Context: an optimization exercise on an open-source flow, tuned for small area. The choices shown serve that exercise and are no tape-out recipe. In this exercise RTL edits were held to simulation tests only and were not proved equivalent to the original. Power and IR drop assume default switching activity.

**design/flow/design.v**
```verilog
module sort16_top (
    input  logic         clk,
    input  logic         rst_n,
    input  logic         in_valid,
    input  logic [255:0] in_data,    
    output logic         out_valid,
    output logic [255:0] out_data    
);
    logic [1:0] valid;
    always_ff @(posedge clk) begin
        if (!rst_n) valid <= '0;
        else valid <= {valid[0:0], in_valid};
    end
    assign out_valid = valid[1];
    logic [15:0] v0_0, v0_1, v0_2, v0_3, v0_4, v0_5, v0_6, v0_7, v0_8, v0_9, v0_10, v0_11, v0_12, v0_13, v0_14, v0_15;
    assign v0_0 = in_data[15:0];
    assign v0_1 = in_data[31:16];
    assign v0_2 = in_data[47:32];
    assign v0_3 = in_data[63:48];
    assign v0_4 = in_data[79:64];
    assign v0_5 = in_data[95:80];
    assign v0_6 = in_data[111:96];
    assign v0_7 = in_data[127:112];
    assign v0_8 = in_data[143:128];
    assign v0_9 = in_data[159:144];
    assign v0_10 = in_data[175:160];
    assign v0_11 = in_data[191:176];
    assign v0_12 = in_data[207:192];
    assign v0_13 = in_data[223:208];
    assign v0_14 = in_data[239:224];
    assign v0_15 = in_data[255:240];
    logic g1_0_13;
    assign g1_0_13 = v0_0 > v0_13;
    logic g1_1_12;
    assign g1_1_12 = v0_1 > v0_12;
    logic g1_2_15;
    assign g1_2_15 = v0_2 > v0_15;
    logic g1_3_14;
    assign g1_3_14 = v0_3 > v0_14;
    logic g1_4_8;
    assign g1_4_8 = v0_4 > v0_8;
    logic g1_5_6;
    assign g1_5_6 = v0_5 > v0_6;
    logic g1_7_11;
    assign g1_7_11 = v0_7 > v0_11;
    logic g1_9_10;
    assign g1_9_10 = v0_9 > v0_10;
    logic s1_0_13;
    logic [15:0] v1_0, v1_13;
    assign s1_0_13 = g1_0_13;
    assign v1_0 = s1_0_13 ? v0_13 : v0_0;
    assign v1_13 = s1_0_13 ? v0_0 : v0_13;
    logic s1_1_12;
    logic [15:0] v1_1, v1_12;
    assign s1_1_12 = g1_1_12;
    assign v1_1 = s1_1_12 ? v0_12 : v0_1;
    assign v1_12 = s1_1_12 ? v0_1 : v0_12;
    logic s1_2_15;
    logic [15:0] v1_2, v1_15;
    assign s1_2_15 = g1_2_15;
    assign v1_2 = s1_2_15 ? v0_15 : v0_2;
    assign v1_15 = s1_2_15 ? v0_2 : v0_15;
    logic s1_3_14;
    logic [15:0] v1_3, v1_14;
    assign s1_3_14 = g1_3_14;
    assign v1_3 = s1_3_14 ? v0_14 : v0_3;
    assign v1_14 = s1_3_14 ? v0_3 : v0_14;
    logic s1_4_8;
    logic [15:0] v1_4, v1_8;
    assign s1_4_8 = g1_4_8;
    assign v1_4 = s1_4_8 ? v0_8 : v0_4;
    assign v1_8 = s1_4_8 ? v0_4 : v0_8;
    logic s1_5_6;
    logic [15:0] v1_5, v1_6;
    assign s1_5_6 = g1_5_6;
    assign v1_5 = s1_5_6 ? v0_6 : v0_5;
    assign v1_6 = s1_5_6 ? v0_5 : v0_6;
    logic s1_7_11;
    logic [15:0] v1_7, v1_11;
    assign s1_7_11 = g1_7_11;
    assign v1_7 = s1_7_11 ? v0_11 : v0_7;
    assign v1_11 = s1_7_11 ? v0_7 : v0_11;
    logic s1_9_10;
    logic [15:0] v1_9, v1_10;
    assign s1_9_10 = g1_9_10;
    assign v1_9 = s1_9_10 ? v0_10 : v0_9;
    assign v1_10 = s1_9_10 ? v0_9 : v0_10;
    logic g2_0_5;
    assign g2_0_5 = v1_5 > v1_0;
    logic g2_1_7;
    assign g2_1_7 = v1_7 > v1_1;
    logic g2_2_9;
    assign g2_2_9 = v1_9 > v1_2;
    logic g2_3_4;
    assign g2_3_4 = v1_4 > v1_3;
    logic g2_6_13;
    assign g2_6_13 = v1_13 > v1_6;
    logic g2_8_14;
    assign g2_8_14 = v1_14 > v1_8;
    logic g2_10_15;
    assign g2_10_15 = v1_15 > v1_10;
    logic g2_11_12;
    assign g2_11_12 = v1_12 > v1_11;
    logic s2_0_5;
    logic [15:0] v2_0, v2_5;
    assign s2_0_5 = !g2_0_5;
    assign v2_0 = s2_0_5 ? v1_5 : v1_0;
    assign v2_5 = s2_0_5 ? v1_0 : v1_5;
    logic s2_1_7;
    logic [15:0] v2_1, v2_7;
    assign s2_1_7 = !g2_1_7;
    assign v2_1 = s2_1_7 ? v1_7 : v1_1;
    assign v2_7 = s2_1_7 ? v1_1 : v1_7;
    logic s2_2_9;
    logic [15:0] v2_2, v2_9;
    assign s2_2_9 = !g2_2_9;
    assign v2_2 = s2_2_9 ? v1_9 : v1_2;
    assign v2_9 = s2_2_9 ? v1_2 : v1_9;
    logic s2_3_4;
    logic [15:0] v2_3, v2_4;
    assign s2_3_4 = !g2_3_4;
    assign v2_3 = s2_3_4 ? v1_4 : v1_3;
    assign v2_4 = s2_3_4 ? v1_3 : v1_4;
    logic s2_6_13;
    logic [15:0] v2_6, v2_13;
    assign s2_6_13 = !g2_6_13;
    assign v2_6 = s2_6_13 ? v1_13 : v1_6;
    assign v2_13 = s2_6_13 ? v1_6 : v1_13;
    logic s2_8_14;
    logic [15:0] v2_8, v2_14;
    assign s2_8_14 = !g2_8_14;
    assign v2_8 = s2_8_14 ? v1_14 : v1_8;
    assign v2_14 = s2_8_14 ? v1_8 : v1_14;
    logic s2_10_15;
    logic [15:0] v2_10, v2_15;
    assign s2_10_15 = !g2_10_15;
    assign v2_10 = s2_10_15 ? v1_15 : v1_10;
    assign v2_15 = s2_10_15 ? v1_10 : v1_15;
    logic s2_11_12;
    logic [15:0] v2_11, v2_12;
    assign s2_11_12 = !g2_11_12;
    assign v2_11 = s2_11_12 ? v1_12 : v1_11;
    assign v2_12 = s2_11_12 ? v1_11 : v1_12;
    logic g3_0_1;
    assign g3_0_1 = v2_0 > v2_1;
    logic g3_2_3;
    assign g3_2_3 = v2_2 > v2_3;
    logic g3_4_5;
    assign g3_4_5 = v2_4 > v2_5;
    logic g3_6_8;
    assign g3_6_8 = v2_6 > v2_8;
    logic g3_7_9;
    assign g3_7_9 = v2_7 > v2_9;
    logic g3_10_11;
    assign g3_10_11 = v2_10 > v2_11;
    logic g3_12_13;
    assign g3_12_13 = v2_12 > v2_13;
    logic g3_14_15;
    assign g3_14_15 = v2_14 > v2_15;
    logic s3_0_1;
    logic [15:0] v3_0, v3_1;
    assign s3_0_1 = g3_0_1;
    assign v3_0 = s3_0_1 ? v2_1 : v2_0;
    assign v3_1 = s3_0_1 ? v2_0 : v2_1;
    logic s3_2_3;
    logic [15:0] v3_2, v3_3;
    assign s3_2_3 = g3_2_3;
    assign v3_2 = s3_2_3 ? v2_3 : v2_2;
    assign v3_3 = s3_2_3 ? v2_2 : v2_3;
    logic s3_4_5;
    logic [15:0] v3_4, v3_5;
    assign s3_4_5 = g3_4_5;
    assign v3_4 = s3_4_5 ? v2_5 : v2_4;
    assign v3_5 = s3_4_5 ? v2_4 : v2_5;
    logic s3_6_8;
    logic [15:0] v3_6, v3_8;
    assign s3_6_8 = g3_6_8;
    assign v3_6 = s3_6_8 ? v2_8 : v2_6;
    assign v3_8 = s3_6_8 ? v2_6 : v2_8;
    logic s3_7_9;
    logic [15:0] v3_7, v3_9;
    assign s3_7_9 = g3_7_9;
    assign v3_7 = s3_7_9 ? v2_9 : v2_7;
    assign v3_9 = s3_7_9 ? v2_7 : v2_9;
    logic s3_10_11;
    logic [15:0] v3_10, v3_11;
    assign s3_10_11 = g3_10_11;
    assign v3_10 = s3_10_11 ? v2_11 : v2_10;
    assign v3_11 = s3_10_11 ? v2_10 : v2_11;
    logic s3_12_13;
    logic [15:0] v3_12, v3_13;
    assign s3_12_13 = g3_12_13;
    assign v3_12 = s3_12_13 ? v2_13 : v2_12;
    assign v3_13 = s3_12_13 ? v2_12 : v2_13;
    logic s3_14_15;
    logic [15:0] v3_14, v3_15;
    assign s3_14_15 = g3_14_15;
    assign v3_14 = s3_14_15 ? v2_15 : v2_14;
    assign v3_15 = s3_14_15 ? v2_14 : v2_15;
    logic g4_0_2;
    assign g4_0_2 = v3_2 > v3_0;
    logic g4_1_3;
    assign g4_1_3 = v3_3 > v3_1;
    logic g4_4_10;
    assign g4_4_10 = v3_10 > v3_4;
    logic g4_5_11;
    assign g4_5_11 = v3_11 > v3_5;
    logic g4_6_7;
    assign g4_6_7 = v3_7 > v3_6;
    logic g4_8_9;
    assign g4_8_9 = v3_9 > v3_8;
    logic g4_12_14;
    assign g4_12_14 = v3_14 > v3_12;
    logic g4_13_15;
    assign g4_13_15 = v3_15 > v3_13;
    logic [15:0] r1_v3_0, q1_0;
    always_ff @(posedge clk) r1_v3_0 <= ~v3_0;
    assign q1_0 = ~r1_v3_0;
    logic [15:0] r1_v3_1, q1_1;
    always_ff @(posedge clk) r1_v3_1 <= ~v3_1;
    assign q1_1 = ~r1_v3_1;
    logic [15:0] r1_v3_2, q1_2;
    always_ff @(posedge clk) r1_v3_2 <= ~v3_2;
    assign q1_2 = ~r1_v3_2;
    logic [15:0] r1_v3_3, q1_3;
    always_ff @(posedge clk) r1_v3_3 <= ~v3_3;
    assign q1_3 = ~r1_v3_3;
    logic [15:0] r1_v3_4, q1_4;
    always_ff @(posedge clk) r1_v3_4 <= ~v3_4;
    assign q1_4 = ~r1_v3_4;
    logic [15:0] r1_v3_5, q1_5;
    always_ff @(posedge clk) r1_v3_5 <= ~v3_5;
    assign q1_5 = ~r1_v3_5;
    logic [15:0] r1_v3_6, q1_6;
    always_ff @(posedge clk) r1_v3_6 <= ~v3_6;
    assign q1_6 = ~r1_v3_6;
    logic [15:0] r1_v3_7, q1_7;
    always_ff @(posedge clk) r1_v3_7 <= ~v3_7;
    assign q1_7 = ~r1_v3_7;
    logic [15:0] r1_v3_8, q1_8;
    always_ff @(posedge clk) r1_v3_8 <= ~v3_8;
    assign q1_8 = ~r1_v3_8;
    logic [15:0] r1_v3_9, q1_9;
    always_ff @(posedge clk) r1_v3_9 <= ~v3_9;
    assign q1_9 = ~r1_v3_9;
    logic [15:0] r1_v3_10, q1_10;
    always_ff @(posedge clk) r1_v3_10 <= ~v3_10;
    assign q1_10 = ~r1_v3_10;
    logic [15:0] r1_v3_11, q1_11;
    always_ff @(posedge clk) r1_v3_11 <= ~v3_11;
    assign q1_11 = ~r1_v3_11;
    logic [15:0] r1_v3_12, q1_12;
    always_ff @(posedge clk) r1_v3_12 <= ~v3_12;
    assign q1_12 = ~r1_v3_12;
    logic [15:0] r1_v3_13, q1_13;
    always_ff @(posedge clk) r1_v3_13 <= ~v3_13;
    assign q1_13 = ~r1_v3_13;
    logic [15:0] r1_v3_14, q1_14;
    always_ff @(posedge clk) r1_v3_14 <= ~v3_14;
    assign q1_14 = ~r1_v3_14;
    logic [15:0] r1_v3_15, q1_15;
    always_ff @(posedge clk) r1_v3_15 <= ~v3_15;
    assign q1_15 = ~r1_v3_15;
    logic r1_g4_0_2;
    always_ff @(posedge clk) r1_g4_0_2 <= g4_0_2;
    logic r1_g4_1_3;
    always_ff @(posedge clk) r1_g4_1_3 <= g4_1_3;
    logic r1_g4_4_10;
    always_ff @(posedge clk) r1_g4_4_10 <= g4_4_10;
    logic r1_g4_5_11;
    always_ff @(posedge clk) r1_g4_5_11 <= g4_5_11;
    logic r1_g4_6_7;
    always_ff @(posedge clk) r1_g4_6_7 <= g4_6_7;
    logic r1_g4_8_9;
    always_ff @(posedge clk) r1_g4_8_9 <= g4_8_9;
    logic r1_g4_12_14;
    always_ff @(posedge clk) r1_g4_12_14 <= g4_12_14;
    logic r1_g4_13_15;
    always_ff @(posedge clk) r1_g4_13_15 <= g4_13_15;
    logic s4_0_2;
    logic [15:0] v4_0, v4_2;
    assign s4_0_2 = !r1_g4_0_2;
    assign v4_0 = s4_0_2 ? q1_2 : q1_0;
    assign v4_2 = s4_0_2 ? q1_0 : q1_2;
    logic s4_1_3;
    logic [15:0] v4_1, v4_3;
    assign s4_1_3 = !r1_g4_1_3;
    assign v4_1 = s4_1_3 ? q1_3 : q1_1;
    assign v4_3 = s4_1_3 ? q1_1 : q1_3;
    logic s4_4_10;
    logic [15:0] v4_4, v4_10;
    assign s4_4_10 = !r1_g4_4_10;
    assign v4_4 = s4_4_10 ? q1_10 : q1_4;
    assign v4_10 = s4_4_10 ? q1_4 : q1_10;
    logic s4_5_11;
    logic [15:0] v4_5, v4_11;
    assign s4_5_11 = !r1_g4_5_11;
    assign v4_5 = s4_5_11 ? q1_11 : q1_5;
    assign v4_11 = s4_5_11 ? q1_5 : q1_11;
    logic s4_6_7;
    logic [15:0] v4_6, v4_7;
    assign s4_6_7 = !r1_g4_6_7;
    assign v4_6 = s4_6_7 ? q1_7 : q1_6;
    assign v4_7 = s4_6_7 ? q1_6 : q1_7;
    logic s4_8_9;
    logic [15:0] v4_8, v4_9;
    assign s4_8_9 = !r1_g4_8_9;
    assign v4_8 = s4_8_9 ? q1_9 : q1_8;
    assign v4_9 = s4_8_9 ? q1_8 : q1_9;
    logic s4_12_14;
    logic [15:0] v4_12, v4_14;
    assign s4_12_14 = !r1_g4_12_14;
    assign v4_12 = s4_12_14 ? q1_14 : q1_12;
    assign v4_14 = s4_12_14 ? q1_12 : q1_14;
    logic s4_13_15;
    logic [15:0] v4_13, v4_15;
    assign s4_13_15 = !r1_g4_13_15;
    assign v4_13 = s4_13_15 ? q1_15 : q1_13;
    assign v4_15 = s4_13_15 ? q1_13 : q1_15;
    logic g5_1_2;
    assign g5_1_2 = v4_1 > v4_2;
    logic g5_3_12;
    assign g5_3_12 = v4_3 > v4_12;
    logic g5_4_6;
    assign g5_4_6 = v4_4 > v4_6;
    logic g5_5_7;
    assign g5_5_7 = v4_5 > v4_7;
    logic g5_8_10;
    assign g5_8_10 = v4_8 > v4_10;
    logic g5_9_11;
    assign g5_9_11 = v4_9 > v4_11;
    logic g5_13_14;
    assign g5_13_14 = v4_13 > v4_14;
    logic s5_1_2;
    logic [15:0] v5_1, v5_2;
    assign s5_1_2 = g5_1_2;
    assign v5_1 = s5_1_2 ? v4_2 : v4_1;
    assign v5_2 = s5_1_2 ? v4_1 : v4_2;
    logic s5_3_12;
    logic [15:0] v5_3, v5_12;
    assign s5_3_12 = g5_3_12;
    assign v5_3 = s5_3_12 ? v4_12 : v4_3;
    assign v5_12 = s5_3_12 ? v4_3 : v4_12;
    logic s5_4_6;
    logic [15:0] v5_4, v5_6;
    assign s5_4_6 = g5_4_6;
    assign v5_4 = s5_4_6 ? v4_6 : v4_4;
    assign v5_6 = s5_4_6 ? v4_4 : v4_6;
    logic s5_5_7;
    logic [15:0] v5_5, v5_7;
    assign s5_5_7 = g5_5_7;
    assign v5_5 = s5_5_7 ? v4_7 : v4_5;
    assign v5_7 = s5_5_7 ? v4_5 : v4_7;
    logic s5_8_10;
    logic [15:0] v5_8, v5_10;
    assign s5_8_10 = g5_8_10;
    assign v5_8 = s5_8_10 ? v4_10 : v4_8;
    assign v5_10 = s5_8_10 ? v4_8 : v4_10;
    logic s5_9_11;
    logic [15:0] v5_9, v5_11;
    assign s5_9_11 = g5_9_11;
    assign v5_9 = s5_9_11 ? v4_11 : v4_9;
    assign v5_11 = s5_9_11 ? v4_9 : v4_11;
    logic s5_13_14;
    logic [15:0] v5_13, v5_14;
    assign s5_13_14 = g5_13_14;
    assign v5_13 = s5_13_14 ? v4_14 : v4_13;
    assign v5_14 = s5_13_14 ? v4_13 : v4_14;
    logic g6_1_4;
    assign g6_1_4 = v5_4 > v5_1;
    logic g6_2_6;
    assign g6_2_6 = v5_6 > v5_2;
    logic g6_5_8;
    assign g6_5_8 = v5_8 > v5_5;
    logic g6_7_10;
    assign g6_7_10 = v5_10 > v5_7;
    logic g6_9_13;
    assign g6_9_13 = v5_13 > v5_9;
    logic g6_11_14;
    assign g6_11_14 = v5_14 > v5_11;
    logic s6_1_4;
    logic [15:0] v6_1, v6_4;
    assign s6_1_4 = !g6_1_4;
    assign v6_1 = s6_1_4 ? v5_4 : v5_1;
    assign v6_4 = s6_1_4 ? v5_1 : v5_4;
    logic s6_2_6;
    logic [15:0] v6_2, v6_6;
    assign s6_2_6 = !g6_2_6;
    assign v6_2 = s6_2_6 ? v5_6 : v5_2;
    assign v6_6 = s6_2_6 ? v5_2 : v5_6;
    logic s6_5_8;
    logic [15:0] v6_5, v6_8;
    assign s6_5_8 = !g6_5_8;
    assign v6_5 = s6_5_8 ? v5_8 : v5_5;
    assign v6_8 = s6_5_8 ? v5_5 : v5_8;
    logic s6_7_10;
    logic [15:0] v6_7, v6_10;
    assign s6_7_10 = !g6_7_10;
    assign v6_7 = s6_7_10 ? v5_10 : v5_7;
    assign v6_10 = s6_7_10 ? v5_7 : v5_10;
    logic s6_9_13;
    logic [15:0] v6_9, v6_13;
    assign s6_9_13 = !g6_9_13;
    assign v6_9 = s6_9_13 ? v5_13 : v5_9;
    assign v6_13 = s6_9_13 ? v5_9 : v5_13;
    logic s6_11_14;
    logic [15:0] v6_11, v6_14;
    assign s6_11_14 = !g6_11_14;
    assign v6_11 = s6_11_14 ? v5_14 : v5_11;
    assign v6_14 = s6_11_14 ? v5_11 : v5_14;
    logic g7_2_4;
    assign g7_2_4 = v6_2 > v6_4;
    logic g7_3_6;
    assign g7_3_6 = v6_6 > v5_3;
    logic g7_9_12;
    assign g7_9_12 = v6_9 > v5_12;
    logic g7_11_13;
    assign g7_11_13 = v6_11 > v6_13;
    logic s7_2_4;
    logic [15:0] v7_2, v7_4;
    assign s7_2_4 = g7_2_4;
    assign v7_2 = s7_2_4 ? v6_4 : v6_2;
    assign v7_4 = s7_2_4 ? v6_2 : v6_4;
    logic s7_3_6;
    logic [15:0] v7_3, v7_6;
    assign s7_3_6 = !g7_3_6;
    assign v7_3 = s7_3_6 ? v6_6 : v5_3;
    assign v7_6 = s7_3_6 ? v5_3 : v6_6;
    logic s7_9_12;
    logic [15:0] v7_9, v7_12;
    assign s7_9_12 = g7_9_12;
    assign v7_9 = s7_9_12 ? v5_12 : v6_9;
    assign v7_12 = s7_9_12 ? v6_9 : v5_12;
    logic s7_11_13;
    logic [15:0] v7_11, v7_13;
    assign s7_11_13 = g7_11_13;
    assign v7_11 = s7_11_13 ? v6_13 : v6_11;
    assign v7_13 = s7_11_13 ? v6_11 : v6_13;
    logic g8_3_5;
    assign g8_3_5 = v7_3 > v6_5;
    logic g8_6_8;
    assign g8_6_8 = v7_6 > v6_8;
    logic g8_7_9;
    assign g8_7_9 = v6_7 > v7_9;
    logic g8_10_12;
    assign g8_10_12 = v6_10 > v7_12;
    logic [15:0] r2_v4_0, q2_0;
    always_ff @(posedge clk) r2_v4_0 <= v4_0;
    assign q2_0 = r2_v4_0;
    logic [15:0] r2_v6_1, q2_1;
    always_ff @(posedge clk) r2_v6_1 <= v6_1;
    assign q2_1 = r2_v6_1;
    logic [15:0] r2_v7_2, q2_2;
    always_ff @(posedge clk) r2_v7_2 <= v7_2;
    assign q2_2 = r2_v7_2;
    logic [15:0] r2_v7_3, q2_3;
    always_ff @(posedge clk) r2_v7_3 <= v7_3;
    assign q2_3 = r2_v7_3;
    logic [15:0] r2_v7_4, q2_4;
    always_ff @(posedge clk) r2_v7_4 <= ~v7_4;
    assign q2_4 = ~r2_v7_4;
    logic [15:0] r2_v6_5, q2_5;
    always_ff @(posedge clk) r2_v6_5 <= v6_5;
    assign q2_5 = r2_v6_5;
    logic [15:0] r2_v7_6, q2_6;
    always_ff @(posedge clk) r2_v7_6 <= v7_6;
    assign q2_6 = r2_v7_6;
    logic [15:0] r2_v6_7, q2_7;
    always_ff @(posedge clk) r2_v6_7 <= v6_7;
    assign q2_7 = r2_v6_7;
    logic [15:0] r2_v6_8, q2_8;
    always_ff @(posedge clk) r2_v6_8 <= v6_8;
    assign q2_8 = r2_v6_8;
    logic [15:0] r2_v7_9, q2_9;
    always_ff @(posedge clk) r2_v7_9 <= v7_9;
    assign q2_9 = r2_v7_9;
    logic [15:0] r2_v6_10, q2_10;
    always_ff @(posedge clk) r2_v6_10 <= v6_10;
    assign q2_10 = r2_v6_10;
    logic [15:0] r2_v7_11, q2_11;
    always_ff @(posedge clk) r2_v7_11 <= ~v7_11;
    assign q2_11 = ~r2_v7_11;
    logic [15:0] r2_v7_12, q2_12;
    always_ff @(posedge clk) r2_v7_12 <= v7_12;
    assign q2_12 = r2_v7_12;
    logic [15:0] r2_v7_13, q2_13;
    always_ff @(posedge clk) r2_v7_13 <= v7_13;
    assign q2_13 = r2_v7_13;
    logic [15:0] r2_v6_14, q2_14;
    always_ff @(posedge clk) r2_v6_14 <= v6_14;
    assign q2_14 = r2_v6_14;
    logic [15:0] r2_v4_15, q2_15;
    always_ff @(posedge clk) r2_v4_15 <= v4_15;
    assign q2_15 = r2_v4_15;
    logic r2_g8_3_5;
    always_ff @(posedge clk) r2_g8_3_5 <= g8_3_5;
    logic r2_g8_6_8;
    always_ff @(posedge clk) r2_g8_6_8 <= g8_6_8;
    logic r2_g8_7_9;
    always_ff @(posedge clk) r2_g8_7_9 <= g8_7_9;
    logic r2_g8_10_12;
    always_ff @(posedge clk) r2_g8_10_12 <= g8_10_12;
    logic s8_3_5;
    logic [15:0] v8_3, v8_5;
    assign s8_3_5 = r2_g8_3_5;
    assign v8_3 = s8_3_5 ? q2_5 : q2_3;
    assign v8_5 = s8_3_5 ? q2_3 : q2_5;
    logic s8_6_8;
    logic [15:0] v8_6, v8_8;
    assign s8_6_8 = r2_g8_6_8;
    assign v8_6 = s8_6_8 ? q2_8 : q2_6;
    assign v8_8 = s8_6_8 ? q2_6 : q2_8;
    logic s8_7_9;
    logic [15:0] v8_7, v8_9;
    assign s8_7_9 = r2_g8_7_9;
    assign v8_7 = s8_7_9 ? q2_9 : q2_7;
    assign v8_9 = s8_7_9 ? q2_7 : q2_9;
    logic s8_10_12;
    logic [15:0] v8_10, v8_12;
    assign s8_10_12 = r2_g8_10_12;
    assign v8_10 = s8_10_12 ? q2_12 : q2_10;
    assign v8_12 = s8_10_12 ? q2_10 : q2_12;
    logic g9_3_4;
    assign g9_3_4 = q2_4 > v8_3;
    logic g9_5_6;
    assign g9_5_6 = v8_6 > v8_5;
    logic g9_7_8;
    assign g9_7_8 = v8_8 > v8_7;
    logic g9_9_10;
    assign g9_9_10 = v8_10 > v8_9;
    logic g9_11_12;
    assign g9_11_12 = v8_12 > q2_11;
    logic s9_3_4;
    logic [15:0] v9_3, v9_4;
    assign s9_3_4 = !g9_3_4;
    assign v9_3 = s9_3_4 ? q2_4 : v8_3;
    assign v9_4 = s9_3_4 ? v8_3 : q2_4;
    logic s9_5_6;
    logic [15:0] v9_5, v9_6;
    assign s9_5_6 = !g9_5_6;
    assign v9_5 = s9_5_6 ? v8_6 : v8_5;
    assign v9_6 = s9_5_6 ? v8_5 : v8_6;
    logic s9_7_8;
    logic [15:0] v9_7, v9_8;
    assign s9_7_8 = !g9_7_8;
    assign v9_7 = s9_7_8 ? v8_8 : v8_7;
    assign v9_8 = s9_7_8 ? v8_7 : v8_8;
    logic s9_9_10;
    logic [15:0] v9_9, v9_10;
    assign s9_9_10 = !g9_9_10;
    assign v9_9 = s9_9_10 ? v8_10 : v8_9;
    assign v9_10 = s9_9_10 ? v8_9 : v8_10;
    logic s9_11_12;
    logic [15:0] v9_11, v9_12;
    assign s9_11_12 = !g9_11_12;
    assign v9_11 = s9_11_12 ? v8_12 : q2_11;
    assign v9_12 = s9_11_12 ? q2_11 : v8_12;
    logic g10_6_7;
    assign g10_6_7 = v9_6 > v9_7;
    logic g10_8_9;
    assign g10_8_9 = v9_8 > v9_9;
    logic s10_6_7;
    logic [15:0] v10_6, v10_7;
    assign s10_6_7 = g10_6_7;
    assign v10_6 = s10_6_7 ? v9_7 : v9_6;
    assign v10_7 = s10_6_7 ? v9_6 : v9_7;
    logic s10_8_9;
    logic [15:0] v10_8, v10_9;
    assign s10_8_9 = g10_8_9;
    assign v10_8 = s10_8_9 ? v9_9 : v9_8;
    assign v10_9 = s10_8_9 ? v9_8 : v9_9;
    assign out_data = {q2_15, q2_14, q2_13, v9_12, v9_11, v9_10, v10_9, v10_8, v10_7, v10_6, v9_5, v9_4, v9_3, q2_2, q2_1, q2_0};
endmodule
```
**design/flow/flow/run.sh**
```bash
#!/bin/bash
set -euo pipefail
cd "$(dirname "$0")/.."
R=orfs/results/sky130hd/sort16_top/base
bash standard.sh synth > std_synth.log 2>&1
python3 flow/sortnet.py net hand_netlist.v > sortnet.log 2>&1
python3 flow/sortnet.py check $R/1_2_yosys.v hand_netlist.v > regcheck.log 2>&1
cp $R/1_2_yosys.v std_synth_netlist.v
cp hand_netlist.v $R/1_2_yosys.v
rm -f $R/1_synth.odb $R/1_synth.sdc
touch $R/1_2_yosys.v
export BUFFER_PORTS_ARGS="-buffer_cell sky130_fd_sc_hd__buf_1"
bash standard.sh finish > layout.log 2>&1
```
**design/flow/flow/sortnet.py**
```python
#!/usr/bin/env python3
"""Green's 60-comparator, 10-level sorting network for 16 unsigned 16-bit values, with register
stages at CUTS: a cut k puts a register stage after level k; a cut k.5 puts it inside level
k+1, after its comparators (its comparison results and input values are registered, its
swaps come after the register).

  python3 sortnet.py rtl OUTDIR   writes OUTDIR/rtl/sort16_top.sv (and the two unused files)
  python3 sortnet.py net FILE     writes the same design as a sky130hd gate-level netlist

Both come from the same plan, so they agree register by register: the netlist builds every
compare-and-swap from inverting muxes (o22ai), so a value's wires may carry it inverted; a
register then holds the inverted value, and the RTL says so (r <= ~v). The netlist's registers
have the names and cell type Yosys gives the RTL's registers.
"""
import sys, os

L = [[(0,13),(1,12),(2,15),(3,14),(4,8),(5,6),(7,11),(9,10)],
     [(0,5),(1,7),(2,9),(3,4),(6,13),(8,14),(10,15),(11,12)],
     [(0,1),(2,3),(4,5),(6,8),(7,9),(10,11),(12,13),(14,15)],
     [(0,2),(1,3),(4,10),(5,11),(6,7),(8,9),(12,14),(13,15)],
     [(1,2),(3,12),(4,6),(5,7),(8,10),(9,11),(13,14)],
     [(1,4),(2,6),(5,8),(7,10),(9,13),(11,14)],
     [(2,4),(3,6),(9,12),(11,13)],
     [(3,5),(6,8),(7,9),(10,12)],
     [(3,4),(5,6),(7,8),(9,10),(11,12)],
     [(6,7),(8,9)]]
CUTS = [3.5, 7.5]
N, W = 16, 16

# x > y from x and ny = ~y (16 bits each), mapped by ABC (&nf) from a two-group prefix form.
GT_CELLS = """\
nand2_1 A=nb5 B=a5 Y=t0
o211ai_1 A1=nb1 A2=a1 B1=nb0 C1=a0 Y=t1
a22oi_1 A1=nb2 A2=a2 B1=nb1 B2=a1 Y=t2
o22ai_1 A1=nb3 A2=a3 B1=nb2 B2=a2 Y=t3
a21oi_1 A1=t1 A2=t2 B1=t3 Y=t4
a22o_1 A1=nb4 A2=a4 B1=nb3 B2=a3 X=t5
o22ai_1 A1=nb4 A2=a4 B1=t4 B2=t5 Y=t6
o22ai_1 A1=nb6 A2=a6 B1=nb5 B2=a5 Y=t7
a21oi_1 A1=t0 A2=t6 B1=t7 Y=t8
a221oi_1 A1=nb7 A2=a7 B1=nb6 B2=a6 C1=t8 Y=t9
nor2_1 A=nb15 B=a15 Y=t10
nor2_1 A=nb8 B=a8 Y=t11
nor2_1 A=t10 B=t11 Y=t12
o22ai_1 A1=nb12 A2=a12 B1=nb11 B2=a11 Y=t13
o22ai_1 A1=nb10 A2=a10 B1=nb9 B2=a9 Y=t14
o22ai_1 A1=nb14 A2=a14 B1=nb13 B2=a13 Y=t15
nor3_1 A=t13 B=t14 C=t15 Y=t16
o211ai_1 A1=nb7 A2=a7 B1=t12 C1=t16 Y=t17
a22oi_1 A1=nb9 A2=a9 B1=nb8 B2=a8 Y=t18
a22oi_1 A1=nb11 A2=a11 B1=nb10 B2=a10 Y=t19
o21ai_0 A1=t14 A2=t18 B1=t19 Y=t20
nand2b_1 A_N=t13 B=t20 Y=t21
a22oi_1 A1=nb13 A2=a13 B1=nb12 B2=a12 Y=t22
a21oi_1 A1=t21 A2=t22 B1=t15 Y=t23
a221oi_1 A1=nb15 A2=a15 B1=nb14 B2=a14 C1=t23 Y=t24
o22ai_1 A1=t9 A2=t17 B1=t24 B2=t10 Y=gt
"""
# The comparison result drives the 32 swap cells of a compare-and-swap as S (through buf_4)
# and as ~S (through inv_4). Each swap cell is an o22ai: ~((S | x0) & (~S | x1)) = ~(S ? x1 : x0),
# an inverting 2:1 mux; o22a is the non-inverting one.
SEL_BUF = "buf_4"
SEL_INV = "inv_4"


def plan():
    """The steps the two writers follow. Every mux inverts, except the last mux of a position
    that would otherwise reach its output inverted (that one is a non-inverting o22a)."""
    steps = plan1(set())
    last = {}
    for st in steps:
        if st[0] == "mux":
            for c in st[2]:
                last[c[0]] = last[c[1]] = st[1]
    fix = {(last[i], i) for i, q in enumerate(steps[-1][1]) if q}
    steps = plan1(fix)
    assert not any(steps[-1][1])
    return steps


def plan1(noninv):
    """Walk the network, tracking each position's wire polarity (1: inverted); the outputs
    (level, position) in noninv come from non-inverting muxes. A compare-and-swap is
    (a, b, pa, pb, p, ta, tb, gab): positions a < b (min to a), their wire polarities, the
    polarity p of its mux data, whether each output mux is non-inverting, and whether its
    comparison result means A > B (else B > A)."""
    pol = [0] * N
    steps = []
    cuts = sorted(CUTS)
    ci = 0
    for lv in range(len(L) + 1):
        if ci < len(cuts) and cuts[ci] == lv:
            steps.append(("cut", ci + 1, list(pol), []))
            ci += 1
        if lv == len(L):
            break
        cas = []
        for a, b in L[lv]:
            pa, pb = pol[a], pol[b]
            if pa == pb:
                p = pa
                gab = (p == 0)       # comparator sees A^p, ~B^p
            else:
                p = 1                # the true input gets an inverted copy for the muxes
                gab = (pa == 0)      # comparator sees the true one and the inverted one
            ta, tb = (lv + 1, a) in noninv, (lv + 1, b) in noninv
            cas.append((a, b, pa, pb, p, ta, tb, gab))
            pol[a] = p if ta else 1 - p
            pol[b] = p if tb else 1 - p
        steps.append(("cmp", lv + 1, cas))
        if ci < len(cuts) and cuts[ci] == lv + 0.5:
            prev = [x[2] if x[0] == a else x[3] for a in range(N) for x in cas if a in x[:2]]
            inpol = list(pol)
            for x in cas:
                inpol[x[0]], inpol[x[1]] = x[2], x[3]
            steps.append(("cut", ci + 1, inpol, [(lv + 1, x[0], x[1]) for x in cas]))
            ci += 1
        steps.append(("mux", lv + 1, cas))
    steps.append(("out", list(pol)))
    return steps


def cut_text():
    return ", ".join("%g" % c for c in CUTS)


def write_rtl(outdir):
    steps = plan()
    o = []
    w = o.append
    w("// Streaming sorter: one vector of 16 unsigned 16-bit values may enter per")
    w("// cycle; each comes out sorted in ascending order (element 0 smallest),")
    w("// with out_valid marking the cycle, in the order the vectors entered.")
    w("// Generated by sortnet.py: Green's 60-comparator, 10-level sorting network with")
    w("// register stages at levels %s (k.5: after the comparisons of level k+1), latency %d." % (
        cut_text(), len(CUTS)))
    w("// Some registers hold their value inverted (r <= ~v), as the gate-level layout keeps it.")
    w("module sort16_top (")
    w("    input  logic         clk,")
    w("    input  logic         rst_n,")
    w("    input  logic         in_valid,")
    w("    input  logic [255:0] in_data,   // element i in bits [16*i+15:16*i]")
    w("    output logic         out_valid,")
    w("    output logic [255:0] out_data   // element i in bits [16*i+15:16*i]")
    w(");")
    n = len(CUTS)
    w("    // valid flag travelling alongside the data")
    w("    logic [%d:0] valid;" % (n - 1))
    w("    always_ff @(posedge clk) begin")
    w("        if (!rst_n) valid <= '0;")
    w("        else valid <= {valid[%d:0], in_valid};" % (n - 2) if n > 1 else "        else valid <= in_valid;")
    w("    end")
    w("    assign out_valid = valid[%d];" % (n - 1))
    w("")
    cur = ["v0_%d" % i for i in range(N)]
    w("    logic [15:0] %s;" % ", ".join(cur))
    for i in range(N):
        w("    assign v0_%d = in_data[%d:%d];" % (i, W * i + W - 1, W * i))
    sel = {}
    for st in steps:
        if st[0] == "cut":
            _, s, pol, sels = st
            w("    // register stage %d" % s)
            new = []
            for i in range(N):
                r = "r%d_%s" % (s, cur[i])
                t = "q%d_%d" % (s, i)
                w("    logic [15:0] %s, %s;" % (r, t))
                if pol[i]:
                    w("    always_ff @(posedge clk) %s <= ~%s;" % (r, cur[i]))
                    w("    assign %s = ~%s;" % (t, r))
                else:
                    w("    always_ff @(posedge clk) %s <= %s;" % (r, cur[i]))
                    w("    assign %s = %s;" % (t, r))
                new.append(t)
            cur = new
            for key in sels:
                r = "r%d_%s" % (s, sel[key])
                w("    logic %s;" % r)
                w("    always_ff @(posedge clk) %s <= %s;" % (r, sel[key]))
                sel[key] = r
        elif st[0] == "cmp":
            _, lv, cas = st
            for a, b, pa, pb, p, ta, tb, gab in cas:
                g = "g%d_%d_%d" % (lv, a, b)
                w("    logic %s;" % g)
                if gab:
                    w("    assign %s = %s > %s;" % (g, cur[a], cur[b]))
                else:
                    w("    assign %s = %s > %s;" % (g, cur[b], cur[a]))
                sel[(lv, a, b)] = g
        elif st[0] == "mux":
            _, lv, cas = st
            new = list(cur)
            for a, b, pa, pb, p, ta, tb, gab in cas:
                g = sel[(lv, a, b)]
                s = "s%d_%d_%d" % (lv, a, b)
                na, nb = "v%d_%d" % (lv, a), "v%d_%d" % (lv, b)
                w("    logic %s;" % s)
                w("    logic [15:0] %s, %s;" % (na, nb))
                # swap when A > B (equal values may go either way)
                w("    assign %s = %s%s;" % (s, "" if gab else "!", g))
                w("    assign %s = %s ? %s : %s;" % (na, s, cur[b], cur[a]))
                w("    assign %s = %s ? %s : %s;" % (nb, s, cur[a], cur[b]))
                new[a], new[b] = na, nb
            cur = new
    w("    assign out_data = {%s};" % ", ".join(reversed(cur)))
    w("endmodule")
    os.makedirs(os.path.join(outdir, "rtl"), exist_ok=True)
    with open(os.path.join(outdir, "rtl", "sort16_top.sv"), "w") as f:
        f.write("\n".join(o) + "\n")
    for m in ("sorter_base1.sv", "merger_base1.sv"):
        with open(os.path.join(outdir, "rtl", m), "w") as f:
            f.write("// Not used: sort16_top.sv holds the whole sorting network.\n")


def write_net(path):
    steps = plan()
    gt = [ln.split() for ln in GT_CELLS.strip().splitlines()]
    cells = []
    wires = []
    cnt = [0]

    def cell(t, name=None, **pins):
        if name is None:
            cnt[0] += 1
            name = "g%d" % cnt[0]
        cells.append((t, name, pins))

    def wire(nm):
        wires.append(nm)
        return nm

    def invs(src, tag):
        out = [wire("%s%d" % (tag, k)) for k in range(W)]
        for k in range(W):
            cell("inv_1", A=src[k], Y=out[k])
        return out

    # wires of the 16 positions, cur[i][bit], and their names in the RTL
    cur = [["in_data[%d]" % (W * i + k) for k in range(W)] for i in range(N)]
    names = ["v0_%d" % i for i in range(N)]
    sel = {}    # (level, a, b) -> [comparison result wire, its name in the RTL]
    for st in steps:
        if st[0] == "cut":
            _, s, pol, sels = st
            # register names follow the RTL's: r<stage>_<name of the value>
            for i in range(N):
                rn = "r%d_%s" % (s, names[i])
                q = []
                for k in range(W):
                    qn = wire("%s_q%d" % (rn, k))
                    cell("dfxtp_1", "\\%s[%d]$_DFF_P_ " % (rn, k), CLK="clk", D=cur[i][k], Q=qn)
                    q.append(qn)
                cur[i] = q
                names[i] = "q%d_%d" % (s, i)
            for key in sels:
                g, gn = sel[key]
                rn = "r%d_%s" % (s, gn)
                qn = wire("%s_q" % rn)
                cell("dfxtp_1", "\\%s$_DFF_P_ " % rn, CLK="clk", D=g, Q=qn)
                sel[key] = [qn, rn]
        elif st[0] == "cmp":
            _, lv, cas = st
            for a, b, pa, pb, p, ta, tb, gab in cas:
                tag = "l%d_%d_%d" % (lv, a, b)
                A, B = cur[a], cur[b]
                # comparator inputs: x and ny = ~y; result x > y
                if pa == pb:
                    x, ny = A, invs(B, tag + "_nb")
                elif pa == 0:
                    x, ny = A, B
                else:
                    x, ny = B, A
                g = wire("%s_gt" % tag)
                loc = {}
                for ln in gt:
                    t, ps = ln[0], dict(kv.split("=") for kv in ln[1:])
                    pins = {}
                    for pn, v in ps.items():
                        if v.startswith("nb"):
                            pins[pn] = ny[int(v[2:])]
                        elif v.startswith("a"):
                            pins[pn] = x[int(v[1:])]
                        elif v == "gt":
                            pins[pn] = g
                        else:
                            if v not in loc:
                                loc[v] = wire("%s_%s" % (tag, v))
                            pins[pn] = loc[v]
                    cell(t, **pins)
                sel[(lv, a, b)] = [g, "g%d_%d_%d" % (lv, a, b)]
        elif st[0] == "mux":
            _, lv, cas = st
            for a, b, pa, pb, p, ta, tb, gab in cas:
                tag = "l%d_%d_%d" % (lv, a, b)
                A, B = cur[a], cur[b]
                MA, MB = A, B
                if pa != pb:
                    # mux data at polarity 1: invert the true input
                    if pa == 0:
                        MA = invs(A, tag + "_ia")
                    else:
                        MB = invs(B, tag + "_ib")
                g = sel[(lv, a, b)][0]
                sb = wire("%s_sel" % tag)
                sn = wire("%s_seln" % tag)
                cell(SEL_BUF, A=g, X=sb)
                cell(SEL_INV, A=g, Y=sn)
                # min goes to a, max to b; swap (min = B) when the select is 1 if the result
                # means A > B, else when it is 0.
                oa = [wire("%s_oa%d" % (tag, k)) for k in range(W)]
                ob = [wire("%s_ob%d" % (tag, k)) for k in range(W)]

                def mux(noninv, x0, x1, y):
                    if noninv:
                        cell("o22a_1", A1=sb, A2=x0, B1=sn, B2=x1, X=y)
                    else:
                        cell("o22ai_1", A1=sb, A2=x0, B1=sn, B2=x1, Y=y)
                for k in range(W):
                    if gab:
                        mux(ta, MA[k], MB[k], oa[k])
                        mux(tb, MB[k], MA[k], ob[k])
                    else:
                        mux(ta, MB[k], MA[k], oa[k])
                        mux(tb, MA[k], MB[k], ob[k])
                cur[a], cur[b] = oa, ob
                names[a], names[b] = "v%d_%d" % (lv, a), "v%d_%d" % (lv, b)
        elif st[0] == "out":
            ren = {}
            for i in range(N):
                for k in range(W):
                    # the final wire has no other load: it becomes the port
                    ren[cur[i][k]] = "out_data[%d]" % (W * i + k)
            for t, nm, pins in cells:
                for pn in pins:
                    if pins[pn] in ren:
                        assert pn in ("Y", "X", "Q"), (nm, pn)
                        pins[pn] = ren[pins[pn]]
            wires[:] = [x for x in wires if x not in ren]
    # valid flag: valid[s] <= rst_n & valid[s-1]
    n = len(CUTS)
    prev = "in_valid"
    for s in range(n):
        d = wire("valid_d%d" % s)
        q = "out_valid" if s == n - 1 else wire("valid_q%d" % s)
        cell("and2_1", A="rst_n", B=prev, X=d)
        cell("dfxtp_1", "\\valid[%d]$_SDFF_PN0_ " % s, CLK="clk", D=d, Q=q)
        prev = q
    o = []
    w = o.append
    w("module sort16_top(clk, rst_n, in_valid, in_data, out_valid, out_data);")
    w("  input clk;\n  input rst_n;\n  input in_valid;\n  input [255:0] in_data;")
    w("  output out_valid;\n  output [255:0] out_data;")
    for nm in wires:
        w("  wire %s;" % nm)
    for t, nm, pins in cells:
        w("  sky130_fd_sc_hd__%s %s (%s);" % (t, nm, ", ".join(".%s(%s)" % kv for kv in pins.items())))
    w("endmodule")
    with open(path, "w") as f:
        f.write("\n".join(o) + "\n")


def check_regs(std, net):
    """The registers of net must be those of std (the standard synthesis): same names, same
    cell type."""
    import re
    pat = re.compile(r"sky130_fd_sc_hd__(df\w+)\s+(\\\S+|\w+)\s*\(")
    a = {m.group(2): m.group(1) for m in pat.finditer(open(std).read())}
    b = {m.group(2): m.group(1) for m in pat.finditer(open(net).read())}
    print("standard synthesis: %d registers, netlist: %d registers" % (len(a), len(b)))
    if a != b:
        for k in sorted(set(a) | set(b)):
            if a.get(k) != b.get(k):
                print("differs:", k, a.get(k), b.get(k))
        sys.exit(1)
    print("registers match")


if __name__ == "__main__":
    if sys.argv[1] == "rtl":
        write_rtl(sys.argv[2])
    elif sys.argv[1] == "net":
        write_net(sys.argv[2])
    else:
        check_regs(sys.argv[2], sys.argv[3])
```
**design/flow/standard.sh**
```bash
#!/bin/bash
# synth_recipe.tcl (not shown) runs the flow's synth.tcl, then flattens the netlist and writes it again
# the make line also repeats each setting of config.mk as NAME=value (left out here)
make -C /OpenROAD-flow-scripts/flow DESIGN_CONFIG=/design/flow/config.mk WORK_HOME=/design/flow/orfs CLKGATE_MAP_FILE= SYNTH_SCRIPT=/design/flow/synth_recipe.tcl "${@:-finish}"
```
**design/flow/config.mk**
```make
export PLATFORM = sky130hd
export DESIGN_NAME = sort16_top
export DESIGN_NICKNAME = sort16_top
export VERILOG_FILES = /design/flow/design.v
export SDC_FILE = /design/flow/constraint.sdc
export NUM_CORES = 4
export LEC_CHECK = 0
export CAP_MARGIN = 20
export CORE_MARGIN = 2
export CORE_UTILIZATION = 70
export CTS_BUF_LIST = sky130_fd_sc_hd__clkbuf_8
export CTS_CLUSTER_SIZE = 20
export GPL_TIMING_DRIVEN = 1
export PLACE_DENSITY = 0.8
export SLEW_MARGIN = 20
```
**design/flow/constraint.sdc**
```tcl
create_clock -name core_clock -period 7.0 [get_ports {clk}]
set_input_delay 1.4000 -clock core_clock [delete_from_list [all_inputs] [get_ports {clk}]]
set_output_delay 1.4000 -clock core_clock [all_outputs]
set_load 0.01 [all_outputs]
```
==> metrics.md <==
| Metric | Value |
|---|---|
| Remaining global-route overflow | `3608` |
| Die height | `234 um` |
| Die width | `234 um` |
| Mapped cell area | `36900 um^2` |
| Tot GR Track Use | `102%` |
| Dpl hpwl | `152000 um` |
| Mapped Cells | `5088` |
| Largest net degree at the start of global routing | `34` |
| Ys Warns | `1` |
| H-tree depth | `3` |
| Stopped at | `5_1_grt` |
| Initial Util | `70.5%` |
| Ports | `516` |
| Error | `[ERROR GRT-0116] Global routing finished with congestion. Check the congestion regions in the DRC Viewer.` |
| Number of CTS-inserted buffers | `81` |
| Longest Clk Path Bufs | `3` |
| Placer congestion estimate | `1.31` |
| First-pass GRT wire length | `435000 um` |
| Syn Nets | `5347` |
| Status | `aborted with a tool error` |
| Vias in the first global route | `69200` |
| Syn Area/Cell | `7.25 um^2` |
| CTS root buf | `clkbuf_8` |
| IO buf count | `515` |
| FP Rows | `84` |
| Placed cells | `7279` |
-- how the worst max path moves through the flow --
stage,endpoint,slack [ns],cells after the start
floorplan,r1_g4_1_3,0.70,34
global placement,r1_g4_13_15,-0.29,33
detailed placement,r1_g4_6_7,-0.65,35
CTS,r1_g4_5_11,-0.003,34
-- routing by layer --
layer	GRT overflow	track usage, %
met5	21	72.1
met4	959	114
met3	130	86.6
met2	2380	121
met1	118	92.6
-- power groups by stage --
stage                     Clock (W)  Combinational, W  Sequential [W]
after floorplan                   0            0.0552         0.00699
after global placement            0            0.0760         0.00700
after detailed placement          0            0.0797         0.00716
after CTS                   0.00266            0.0847         0.00724
-- what timing repair did --
action,CTS
cloned,5
pin swaps,5
endpoints found under the hold margin,0
buffers inserted,8
hold buffers,0
endpoints found under the setup margin,46
resized for setup,100
-- per-stage QoR --
stage / hold slack, ns / total power (W) / worst slack, ns / instance area, um^2
detailed placement: 0.429 / 0.0868 / -0.652 / 47600
CTS: 0.438 / 0.0946 / -0.00270 / 49900
global placement: 0.416 / 0.0830 / -0.289 / 47600
floorplan: 0.412 / 0.0622 / 0.699 / 36900
